What follows belongs to an exercise in optimizing a design on an open flow for small area, a short achievable clock period and few clock cycles per item; a production flow would make more cautious choices. Where RTL was checked, it was by simulation tests only, not by an equivalence proof against the original.

Setup of the reference run:
==> module Practica_1, before the edit <==
module Practica_1
#(
	parameter NBits = 8,
	parameter N2Bits = NBits*2,
	parameter K = 9,	 
	parameter SW = (K <= 7) ? 15 : 16	 
)
(
	input clk,
	input reset,
	input start,
	input [NBits-1:0] multiplier,
	input [NBits-1:0] multiplicand,
	output [6:0]uni_Seg_out,
	output [6:0]dec_Seg_out,
	output [6:0]cen_Seg_out,
	output [6:0]thou_Seg_out,
	output [6:0]thou2_Seg_out,
	output [6:0]sign_Seg_out,
	output ready
);
wire [14:0] prod;
wire [SW-1:0] bcd_state;
wire minus;
Seq_Multiplier SM1 (.multiplier(multiplier), .multiplicand(multiplicand), .product(prod), .signBit(minus));
BCD_Head #(K) BH1 (.bits_in(prod), .state(bcd_state));
logic [SW-1:0] state_q;
logic minus_q;
logic ready_q;
always_ff @(posedge clk) begin
	state_q <= bcd_state;
	minus_q <= minus;
end
always_ff @(posedge clk, negedge reset) begin
	if (!reset) ready_q <= 1'b0;
	else ready_q <= start;
end
wire [3:0] uni, dec, cen, thou, thou2;
BCD_16Bit #(K) BCD1 (.state(state_q), .uni(uni), .dec(dec), .cen(cen), .thou(thou), .thou2(thou2));
SegmentDisplay SD0 (.value(uni),   .Seg_Result(uni_Seg_out));
SegmentDisplay SD1 (.value(dec),   .Seg_Result(dec_Seg_out));
SegmentDisplay SD2 (.value(cen),   .Seg_Result(cen_Seg_out));
SegmentDisplay SD3 (.value(thou),  .Seg_Result(thou_Seg_out));
SegmentDisplay SD4 (.value(thou2), .Seg_Result(thou2_Seg_out));
assign sign_Seg_out = minus_q ? 7'h3F : 7'h7F;
assign ready = ready_q;
endmodule
Settings: LEC_CHECK=0, ABC_AREA=1, CAP_MARGIN=20, CORE_MARGIN=2, CORE_UTILIZATION=40, SLEW_MARGIN=20; clock period 12.0 ns.
standard.sh (not shown) runs the stock make flow with config.mk's settings and CLKGATE_MAP_FILE= SYNTH_SCRIPT=/design/flow/synth_recipe.tcl, a recipe that flattens the netlist after the stock synthesis.
==> flow/flow/run.sh <==
#!/bin/bash
# The standard layout (standard.sh) with two changes:
#  - synthesis runs flow/my_synth.tcl: the standard flow's synthesis script, except that
#    ABC maps the logic with flow/abc_custom.script and extract_fa is set by
#    flow/fa_mode ("none": adders are left to ABC as plain logic);
#  - port buffers are sky130_fd_sc_hd__buf_2 cells.
# make's output goes to flow_make.log here; each tool's full log is in orfs/logs.
set -euo pipefail
bash standard.sh "SYNTH_SCRIPT=$PWD/flow/my_synth.tcl" \
  "BUFFER_PORTS_ARGS=-buffer_cell sky130_fd_sc_hd__buf_2" finish > flow_make.log 2>&1
==> flow/flow/abc_custom.script <==
strash
dch -f
map -D 3500
topo
stime -c
buffer -c
upsize -c
dnsize -c
==> flow/flow/fa_mode <==
none
==> flow/flow/my_synth.tcl <==
# The standard synthesis (synth_recipe.tcl) with two changes to how the
# combinational logic is mapped; registers, their names and cell types come
# from the same steps as the standard synthesis:
#  - the ABC call uses abc_custom.script (next to this file) instead of ORFS's
#    abc_area/abc_speed script;
#  - extract_fa runs with the options in fa_mode next to this file (default
#    -fa, full adders only); "none" skips it, leaving adders to ABC.
set ::custom_dir [file dirname [file normalize [info script]]]
set ::custom_abc_script [file join $::custom_dir abc_custom.script]
set ::custom_fa_mode -fa
if {[file exists [file join $::custom_dir fa_mode]]} {
  set f [open [file join $::custom_dir fa_mode]]; set ::custom_fa_mode [string trim [read $f]]; close $f
}
proc abc {args} {
  set i [lsearch -exact $args -script]
  if {$i >= 0} { lset args [expr {$i + 1}] $::custom_abc_script }
  puts "custom abc: $args"
  yosys abc {*}$args
}
proc extract_fa {args} {
  puts "custom extract_fa: $::custom_fa_mode $args"
  if {$::custom_fa_mode ne "none"} { yosys extract_fa {*}$::custom_fa_mode {*}$args }
}
proc synth {args} { yosys synth -nofsm -noshare {*}$args }
source $::env(SCRIPTS_DIR)/synth.tcl
# left out here: clear keep_hierarchy, flatten, clean up, hide names made inside functions, write 1_2_yosys.v
[inputs] the trial run vs the reference run
--- a/flow/design.v
+++ b/flow/design.v
@@ -214,9 +214,9 @@
 module Practica_1
 #(
 	parameter NBits = 8,
 	parameter N2Bits = NBits*2,
-	parameter K = 9,	 
+	parameter K = 8,	 
 	parameter SW = (K <= 7) ? 15 : 16	 
 )
 (
 	input clk,
Notes after the runs:
Compared to the reference run, the routing of the trial run uses less wire.
In the flow results for the reference run and the trial run, the worst setup slack before clock tree synthesis is smaller on the reference run.
On total number of sequential cells, the reference run and the trial run are basically level.
Between the trial run and the reference run, it is the trial run whose worst-path maximum fanout is lower, by 2.
Comparing the two runs side by side, the trial run comes out ahead of the reference run on post-layout minimum cycle time.
Testbench counts of the trial run, summed over its fixed seeds: cycles 16,000, items 8,000.
Only the layout flow was run in the reference run; the RTL was not checked for function there.

[static timing again, ports no longer ideal]
Ports are ideal in the flow. The routed layouts listed here were re-timed in OpenROAD.
Step 1 sets driving cells, clkbuf_16 on the clock port and buf_2 on the other inputs (assumed; they add their load-dependent delay and slew).
Step 2 times the ports against the registers' clock, not the clock port: input delays grow and output delays shrink by t, the midpoint of the rising clock arrivals with the driver on.
Three values: ideal ports, drivers, drivers and shift; two values: the first two.
run	t (ns)	slack for setup (ns)	hold slack, ns	latest minus earliest clock arrival (ns)	worst slew at a driven data input, ns
the reference run	0.274	5.191 / 5.200 / 4.926	1.908 / 1.900 / 2.174	0.005 / 0.005	0.03
the trial run	0.286	5.515 / 5.485 / 5.298	1.907 / 1.899 / 2.185	0.012 / 0.012	0.03
After both steps every run listed still meets setup and hold. The setup slack of the reference run, which loses most, moves by +0.009 ns with the drivers and by -0.265 ns with both steps.
